What follows belongs to an exercise in optimizing a design on an open flow for small area; a production flow would make more cautious choices. Only simulation tests tie the RTL to the original design; equivalence was not proved. No driver is modelled on the clock port, so clocking that relies on it looks cheaper here than on a real chip. No activity file was given, so power comes from the tool's default toggle rates.

==> inputs of run a <==
==> flow/design.v <==
`timescale 1ns / 1ps
module guanjie(
    input z,
    input bw,
    input lo,
    input lt,
    output pos,
    output neg
    );
assign pos = z & (bw | lo | lt);
assign neg = z & (bw | (lo & ~lt));
endmodule
`timescale 1ns / 1ps
module hexapod(
    input CLK,
    input rst,
    output zu11,
    output zu12,
    output zu13,
    output zu21,
    output zu22,
    output zu23,
    output zu31,
    output zu32,
    output zu33,
    output zu41,
    output zu42,
    output zu43,
    output zu51,
    output zu52,
    output zu53,
    output zu61,
    output zu62,
    output zu63,
    output [2:0] servo_en
    );
reg [7:0]  P;
reg [6:0]  Lr;
reg [5:0]  Hr;
wire [6:0] L = Lr ^ 7'd63;
wire [5:0] H = Hr ^ 6'd60;
reg [3:0]  cr;
wire [3:0] c = ~cr;
reg        d;
reg        h;
wire       nr = d | ~(c[3] & c[2]);
wire p_end = ~P[6] & ~P[5] & P[4] & P[3] & ~P[2] & ~P[1] & P[0];
wire [7:0] lc;                                   
assign lc[0] = p_end;
genvar i;
generate
	for (i = 0; i < 7; i = i + 1) begin : lcar
		assign lc[i+1] = lc[i] & L[i];
	end
endgenerate
wire       l_wrap = lc[7];
wire [6:0] lt = {lc[6:2], lc[1:0] & {2{~l_wrap}}};
wire [6:0] hc;
assign hc[0] = l_wrap;
generate
	for (i = 0; i < 6; i = i + 1) begin : hcar
		assign hc[i+1] = hc[i] & H[i];
	end
endgenerate
wire       g_adv = hc[6];
wire [5:0] ht = {hc[5], hc[4:3] & {2{~g_adv}}, hc[2:0]};
wire       c_top = ~d & c[3] & ~c[2] & c[1] & c[0];
wire [4:0] cc;
assign cc[0] = g_adv;
generate
	for (i = 0; i < 4; i = i + 1) begin : ccar
		assign cc[i+1] = cc[i] & c[i];
	end
endgenerate
wire [3:0] ct = {cc[3] | (g_adv & c_top), cc[2:0] & {3{~c_top}}};
wire       dt = (g_adv & c_top) | (cc[4] & d);
wire       ht_ = cc[4] & d;
always @ (posedge CLK or posedge rst)
begin
	if (rst)
	begin
		P <= 8'd132;
		Lr <= 7'd0;
		Hr <= 6'd0;
		cr <= 4'd0;
		d <= 1'b0;
		h <= 1'b0;
	end
	else
	begin
		P <= {P[6:0], ~(P[7] ^ P[4]) ^ p_end};
		Lr <= Lr ^ lt;
		Hr <= Hr ^ ht;
		cr <= cr ^ ct;
		d <= d ^ dt;
		h <= h ^ ht_;
	end
end
wire       grp = H[5] & H[4] & H[3] & H[2];
wire       blk = H[1] & H[0];
wire       z  = grp & (blk | H[1] | H[0] | L[6]);
wire       bw = ~blk;
wire       lo = ~L[6];
wire [5:0] e  = L[5:0] ^ {6{~L[6]}};             
wire [3:0] qh = c ^ {4{d}};
wire [4:0] q = {qh, nr};
wire lt1  = nr & (e < {1'b0, q});
wire lt2  = nr & (e < {q, 1'b0});
wire lt25 = e < 6'd25;
wire sel  = ~(h ^ d);                            
wire cu = sel ? lt1 : lt25;
wire cv = sel ? lt25 : lt1;
wire pa, pd, wb, wc, we, wf;
guanjie jb(.z(z), .bw(bw), .lo(lo), .lt(cu),  .pos(wb), .neg(wc));
guanjie je(.z(z), .bw(bw), .lo(lo), .lt(cv),  .pos(we), .neg(wf));
guanjie ja(.z(z), .bw(bw), .lo(lo), .lt(lt2), .pos(pa), .neg(pd));
wire wa = h ? pa : pd;
wire wd = h ? pd : pa;
assign zu11 = wa;
assign zu41 = wa;
assign zu31 = wa;
assign zu61 = wa;
assign zu21 = wd;
assign zu51 = wd;
assign zu12 = wb;
assign zu32 = wb;
assign zu53 = wb;
assign zu13 = wc;
assign zu33 = wc;
assign zu52 = wc;
assign zu22 = we;
assign zu43 = we;
assign zu63 = we;
assign zu23 = wf;
assign zu42 = wf;
assign zu62 = wf;
assign servo_en = 3'b111;
endmodule
==> flow/flow/run.sh <==
#!/bin/bash
# The standard layout (standard.sh, ORFS) with changes aimed at cell
# area:
#  1. after the standard synthesis, its combinational logic is mapped again
#     by ABC with an area script (resyn.tcl, area.abc); flip-flops and tie
#     cells keep their instances, names and types;
#  2. 1x port buffers;
#  3. before CTS, logic cells moved to their smallest drive strength and the
#     clock sinks split over three buffers fed by the clock port (TritonCTS
#     then skips those nets).
# Each tool's output is in flow.log, resyn.log and orfs/logs/.
set -euo pipefail
export BUFFER_PORTS_ARGS="-buffer_cell sky130_fd_sc_hd__buf_1"
export CTS_ARGS="-sink_clustering_enable -dont_use_dummy_load"
export PRE_CTS_TCL=$PWD/flow/pre_cts.tcl
bash standard.sh synth > flow_synth.log 2>&1
R=$PWD/orfs/results/$FLOW_PLATFORM/hexapod/base
P=$FLOW_HOME/platforms/$FLOW_PLATFORM
cp $R/1_2_yosys.v $R/1_2_yosys_standard.v
export RESYN_LIB=$P/lib/sky130_fd_sc_hd__tt_025C_1v80.lib
export RESYN_IN=$R/1_2_yosys_standard.v
export RESYN_OUT=$R/1_2_yosys_resyn.v
export RESYN_SCRIPT=$PWD/flow/area.abc
export RESYN_KEEP="$(grep -o 'sky130_fd_sc_hd__df[a-z0-9_]*\|sky130_fd_sc_hd__conb_1' $RESYN_IN | sort -u | tr '\n' ' ')"
export RESYN_DONT_USE="$(sed -n '/DONT_USE_CELLS += /,/^$/p' $P/config.mk | grep -o 'sky130_fd_sc_hd__[a-z0-9_]*' | tr '\n' ' ')"
YOSYS=$(dirname $FLOW_HOME)/tools/install/yosys/bin/yosys
$YOSYS -c flow/resyn.tcl > resyn.log 2>&1
# keep the top module only
awk '/^module hexapod\(/{p=1} p{print} p&&/^endmodule/{p=0}' $RESYN_OUT > $R/1_2_yosys.v
touch $R/1_2_yosys.v
bash standard.sh finish > flow.log 2>&1
==> flow/flow/area.abc <==
strash
&get -n
&deepsyn -T 30
&put
dch -f
amap
&get -n
&st
&dch
&nf -R 1000
&put
==> flow/flow/clkbuf.tcl <==
# Drive the clock sinks from k clock buffers fed directly by the clock port,
# each buffer placed at the centroid of its group of sinks (groups are
# contiguous in x).
proc split_clock_buffers {cell k} {
  set db [ord::get_db]
  set block [ord::get_db_block]
  set clk [$block findNet CLK]
  set master [$db findMaster $cell]
  set sinks {}
  foreach it [$clk getITerms] {
    set loc [[$it getInst] getLocation]
    lappend sinks [list [lindex $loc 0] [lindex $loc 1] $it]
  }
  set sinks [lsort -integer -index 0 $sinks]
  set skip [list CLK]
  set n [llength $sinks]
  for {set g 0} {$g < $k} {incr g} {
    set lo [expr {$g * $n / $k}]
    set hi [expr {($g + 1) * $n / $k - 1}]
    set inst [odb::dbInst_create $block $master clkbuf_root_$g]
    set net [odb::dbNet_create $block clknet_root_$g]
    $net setSigType CLOCK
    set sx 0; set sy 0; set m 0
    foreach s [lrange $sinks $lo $hi] {
      set it [lindex $s 2]
      set sx [expr {$sx + [lindex $s 0]}]; set sy [expr {$sy + [lindex $s 1]}]; incr m
      $it disconnect
      $it connect $net
    }
    [$inst findITerm A] connect $clk
    [$inst findITerm X] connect $net
    $inst setLocation [expr {$sx / $m}] [expr {$sy / $m}]
    $inst setPlacementStatus PLACED
    lappend skip clknet_root_$g
    puts "split_clock_buffers: $cell $g drives $m sinks"
  }
  # TritonCTS leaves these nets as they are
  set_cts_config -skip_nets $skip
}
==> flow/flow/downsize.tcl <==
# Swap every logic cell to the smallest-area cell of the same family
# (same function and pins, other drive strength).
proc area_downsize {} {
  set db [ord::get_db]
  set block [ord::get_db_block]
  set n 0
  foreach inst [$block getInsts] {
    set m [$inst getMaster]
    set name [$m getName]
    if {![regexp {^(sky130_fd_sc_hd__[a-z0-9]+)_([0-9]+)$} $name -> base drv]} { continue }
    if {[regexp {tap|fill|decap|conb|clkbuf|clkdly|dly|df|dl|sdf|edf|lpflow|probe} $base]} { continue }
    # leave drivers of large fanout as sized
    set fo 0
    foreach it [$inst getITerms] {
      if {[$it isOutputSignal] && [$it getNet] != "NULL"} { set fo [llength [[$it getNet] getITerms]] }
    }
    set best $m
    set barea [expr {[$m getWidth] * [$m getHeight]}]
    foreach d {0 1 2 4 6 8 12 16} {
      set c [$db findMaster ${base}_$d]
      if {$c == "NULL" || $c == ""} { continue }
      set a [expr {[$c getWidth] * [$c getHeight]}]
      # smallest area; among equal areas the strongest; large-fanout
      # drivers only move to a stronger cell of the same area
      if {$fo > 8 && $a > $barea} { continue }
      if {$fo > 8 && $a < $barea} { continue }
      if {$a <= $barea} { set best $c; set barea $a }
    }
    if {$best != $m} {
      replace_cell [$inst getName] [$best getName]
      incr n
    }
  }
  puts "area_downsize: swapped $n cells"
}
area_downsize
==> flow/flow/pre_cts.tcl <==
set dir [file dirname [info script]]
source [file join $dir downsize.tcl]
source [file join $dir tie.tcl]
source [file join $dir clkbuf.tcl]
split_clock_buffers sky130_fd_sc_hd__buf_4 3
estimate_parasitics -placement
==> flow/flow/resyn.tcl <==
# Re-map the combinational logic of the standard synthesis netlist for
# area. Flip-flops and tie cells keep their instances, names and types.
yosys -import
set lib $::env(RESYN_LIB)
set in $::env(RESYN_IN)
set out $::env(RESYN_OUT)
set script $::env(RESYN_SCRIPT)
read_liberty -ignore_miss_func $lib
read_verilog -defer $in
hierarchy -top hexapod
# cells to keep as they are
foreach m [list {*}[split $::env(RESYN_KEEP) " "]] { setattr -mod -set keep_hierarchy 1 $m }
flatten
# the inlined cells leave wires named cell.pin: give them internal names
yosys rename -hide w:*.*
opt_clean -purge
set dont_use {}
foreach c [split $::env(RESYN_DONT_USE) " "] { if {$c ne ""} { lappend dont_use -dont_use $c } }
abc -liberty $lib {*}$dont_use -script $script
opt_clean -purge
hilomap -singleton -hicell sky130_fd_sc_hd__conb_1 HI -locell sky130_fd_sc_hd__conb_1 LO
insbuf -buf sky130_fd_sc_hd__buf_4 A X
opt_clean -purge
stat -liberty $lib
write_verilog -noattr -noexpr -nohex -nodec -selected $out
==> flow/flow/tie.tcl <==
# Drive all constant-1 ports from one tie cell (floorplan gives each port a
# tie cell of its own).
proc merge_tie_cells {} {
  set block [ord::get_db_block]
  set keep ""
  set n 0
  foreach inst [$block getInsts] {
    if {[[$inst getMaster] getName] ne "sky130_fd_sc_hd__conb_1"} { continue }
    set hi [[$inst findITerm HI] getNet]
    set lo [[$inst findITerm LO] getNet]
    if {$lo ne "NULL" || $hi eq "NULL"} { continue }
    if {[llength [$hi getITerms]] != 1} { continue }
    if {$keep eq ""} { set keep $hi; continue }
    foreach bt [$hi getBTerms] { $bt connect $keep }
    odb::dbInst_destroy $inst
    odb::dbNet_destroy $hi
    incr n
  }
  puts "merge_tie_cells: removed $n"
}
merge_tie_cells
==> flow/standard.sh <==
#!/bin/bash
# synth_recipe.tcl (not shown) runs the flow's synth.tcl, then flattens the netlist and writes it again
# the make line also repeats each setting of config.mk as NAME=value (left out here)
make -C /OpenROAD-flow-scripts/flow DESIGN_CONFIG=/design/flow/config.mk WORK_HOME=/design/flow/orfs CLKGATE_MAP_FILE= SYNTH_SCRIPT=/design/flow/synth_recipe.tcl "${@:-finish}"
==> flow/config.mk <==
export PLATFORM = sky130hd
export DESIGN_NAME = hexapod
export DESIGN_NICKNAME = hexapod
export VERILOG_FILES = /design/flow/design.v
export SDC_FILE = /design/flow/constraint.sdc
export NUM_CORES = 4
export LEC_CHECK = 0
export CAP_MARGIN = 20
export CORE_AREA = 2 2 60 60
export DIE_AREA = 0 0 62 62
export SLEW_MARGIN = 20
==> flow/constraint.sdc <==
create_clock -name core_clock -period 20.0 [get_ports {CLK}]
set_input_delay 4.0000 -clock core_clock [delete_from_list [all_inputs] [get_ports {CLK}]]
set_output_delay 4.0000 -clock core_clock [all_outputs]
set_load 0.01 [all_outputs]
==> run b (differences from run a) <==
==> flow/flow/run.sh (replaced) <==
#!/bin/bash
# The standard layout (standard.sh, ORFS) with changes aimed at cell
# area:
#  1. after the standard synthesis, its combinational logic is mapped again
#     by ABC with an area script (resyn.tcl, area.abc; two rounds of four
#     seeds, the smallest kept); flip-flops and tie cells keep their
#     instances, names and types;
#  2. 1x port buffers;
#  3. before CTS, logic cells moved to their smallest drive strength and the
#     clock sinks split over three buffers fed by the clock port (TritonCTS
#     then skips those nets).
# Each tool's output is in flow_synth.log, flow.log, resyn_*.log and
# orfs/logs/.
set -euo pipefail
export BUFFER_PORTS_ARGS="-buffer_cell sky130_fd_sc_hd__buf_1"
export CTS_ARGS="-sink_clustering_enable -dont_use_dummy_load"
export PRE_CTS_TCL=$PWD/flow/pre_cts.tcl
bash standard.sh synth > flow_synth.log 2>&1
R=$PWD/orfs/results/$FLOW_PLATFORM/hexapod/base
P=$FLOW_HOME/platforms/$FLOW_PLATFORM
cp $R/1_2_yosys.v $R/1_2_yosys_standard.v
export RESYN_LIB=$P/lib/sky130_fd_sc_hd__tt_025C_1v80.lib
export RESYN_KEEP="$(grep -o 'sky130_fd_sc_hd__df[a-z0-9_]*\|sky130_fd_sc_hd__conb_1' $R/1_2_yosys_standard.v | sort -u | tr '\n' ' ')"
export RESYN_DONT_USE="$(sed -n '/DONT_USE_CELLS += /,/^$/p' $P/config.mk | grep -o 'sky130_fd_sc_hd__[a-z0-9_]*' | tr '\n' ' ')"
YOSYS=$(dirname $FLOW_HOME)/tools/install/yosys/bin/yosys
# Two rounds of four ABC runs with different seeds; the second round
# starts from the first round's smallest result. The smallest result of all
# is used.
resyn_round() {  # $1: input netlist, $2: first seed, $3: round name
  for k in 0 1 2 3; do
    local seed=$(($2 + k))
    sed "s/&deepsyn -T 30/\&deepsyn -T 40 -S $seed/" flow/area.abc > area_$3_$seed.abc
    RESYN_IN=$1 RESYN_SCRIPT=$PWD/area_$3_$seed.abc RESYN_OUT=$R/1_2_yosys_$3_$seed.v \
      $YOSYS -c flow/resyn.tcl > resyn_$3_$seed.log 2>&1 &
  done
  wait
  for k in 0 1 2 3; do
    local seed=$(($2 + k))
    local a=$(grep "Chip area for top module" resyn_$3_$seed.log | grep -o "[0-9.]*$" || true)
    echo "$3 seed $seed: $a" >> resyn_pick.log
    [[ -n "$a" ]] || continue
    if [[ -z "$best" ]] || awk -v a="$a" -v b="$barea" 'BEGIN { exit !(a < b) }'; then
      best=$R/1_2_yosys_$3_$seed.v; barea=$a
    fi
  done
  # keep the top module only
  awk '/^module hexapod\(/{p=1} p{print} p&&/^endmodule/{p=0}' $best > $R/1_2_yosys_best.v
  echo "best so far: $best $barea" >> resyn_pick.log
}
best=""; barea=""
resyn_round $R/1_2_yosys_standard.v 1 r1
cp $R/1_2_yosys_best.v $R/1_2_yosys_r1best.v
resyn_round $R/1_2_yosys_r1best.v 5 r2
cp $R/1_2_yosys_best.v $R/1_2_yosys.v
touch $R/1_2_yosys.v
bash standard.sh finish > flow.log 2>&1
==> flow/flow/downsize.tcl (replaced) <==
# Swap every logic cell to the smallest-area cell of the same family (same
# function and pins, other drive strength; inv and clkinv count as one
# family). Among cells of equal area the strongest is taken. Drivers of large
# fanout only move to a stronger cell of the same area.
proc area_downsize {} {
  set db [ord::get_db]
  set block [ord::get_db_block]
  set n 0
  foreach inst [$block getInsts] {
    set m [$inst getMaster]
    set name [$m getName]
    if {![regexp {^sky130_fd_sc_hd__([a-z0-9]+)_([0-9]+)$} $name -> base drv]} { continue }
    if {[regexp {tap|fill|decap|conb|clkbuf|clkdly|dly|df|dl|sdf|edf|lpflow|probe} $base]} { continue }
    set fo 0
    foreach it [$inst getITerms] {
      if {[$it isOutputSignal] && [$it getNet] != "NULL"} { set fo [llength [[$it getNet] getITerms]] }
    }
    set bases [list $base]
    if {$base eq "inv"} { lappend bases clkinv }
    if {$base eq "clkinv"} { lappend bases inv }
    set best $m
    set bdrv $drv
    set barea [expr {[$m getWidth] * [$m getHeight]}]
    set area0 $barea
    foreach b $bases {
      foreach d {0 1 2 4 6 8 12 16} {
        set c [$db findMaster sky130_fd_sc_hd__${b}_$d]
        if {$c == "NULL" || $c == ""} { continue }
        set a [expr {[$c getWidth] * [$c getHeight]}]
        if {$fo > 8 && $a != $area0} { continue }
        if {$a < $barea || ($a == $barea && $d > $bdrv)} { set best $c; set barea $a; set bdrv $d }
      }
    }
    if {$best != $m} {
      replace_cell [$inst getName] [$best getName]
      incr n
    }
  }
  puts "area_downsize: swapped $n cells"
}
area_downsize
==> qor summary <==
| quantity | run b | run a |
|---|---|---|
| Worst path depth | 9 | 10 |
| Placed inst area | 0.00144 mm² | 0.00146 mm² |
| Setup slack of the most critical reg-to-reg path | 16.77 ns | 16.57 ns |
| Worst Hold Margin | 0.378 ns | 0.378 ns |
| Fraction of met3 tracks used by global routing | 0.0248 | 0.0124 |
| Vias per cell | 4.91 | 4.98 |
| Syn avg cell area | 9.21 µm² | 9.51 µm² |
| Result of the run | no timing/DRC/antenna violations | no timing/DRC/antenna violations |
| Path depth of the worst reg2reg path | 15 | 11 |
| Maximum clock frequency | 162 MHz | 162 MHz |
| Clock-pin slew on the worst setup and hold paths | 0.09 ns | 0.08 ns |
| Total routing usage reported by global routing | 0.133 | 0.129 |
| Finished Core Util | 0.444 | 0.449 |
| Detailed placement HPWL | 1750 µm | 1730 µm |
| Final routed wire length divided by cell count | 11.2 µm | 11.5 µm |
| Capture endpoint of the worst hold path | P[4]$_DFF_PP0_ | P[6]$_DFF_PP0_ |
| Cell count after placement | 206 | 203 |
| Area Overhead vs Synth | 2.73% | 2.70% |
| Reported combinational group power | 0.00138 mW | 0.00137 mW |
| Worst voltage drop across the vdd grid | 41.3 µV | 44.8 µV |
| Routed met3 length | 142 µm | 90 µm |
| Length of routed met2 wiring | 1050 µm | 1120 µm |
| First-pass GRT wire length | 3980 µm | 3890 µm |
| Origin of the worst min-delay path | P[3]$_DFF_PP0_ | P[5]$_DFF_PP0_ |

[re-timing with driven ports]
In the flow no input, the clock included, has a driving cell. The finished layouts below were timed again as built, in two steps. Step 1 sets driving cells, clkbuf_16 on the clock port and buf_2 on the other inputs (assumed; they add their load-dependent delay and slew). Step 2 adds t to the input delays and takes it off the output delays; t is the mean of the earliest and latest rising clock arrival at the registers after step 1. Input paths then give back, and output paths get back, about the clock's delay inside the block. Three values: ideal, step 1, step 2; two values: the first two.
| run | shift t [ns] | slack for setup (ns) | latest minus earliest clock arrival (ns) | worst data-port slew with drivers (ns) | cell pins on the clock port's net |
|---|---|---|---|---|---|
| run a | 0.160 | 13.811 / 13.778 / 13.938 | 0.012 / 0.012 | 0.03 | 3 |
| run b | 0.161 | 13.833 / 13.799 / 13.960 | 0.014 / 0.014 | 0.03 | 3 |
After both steps every run listed still meets setup and hold.
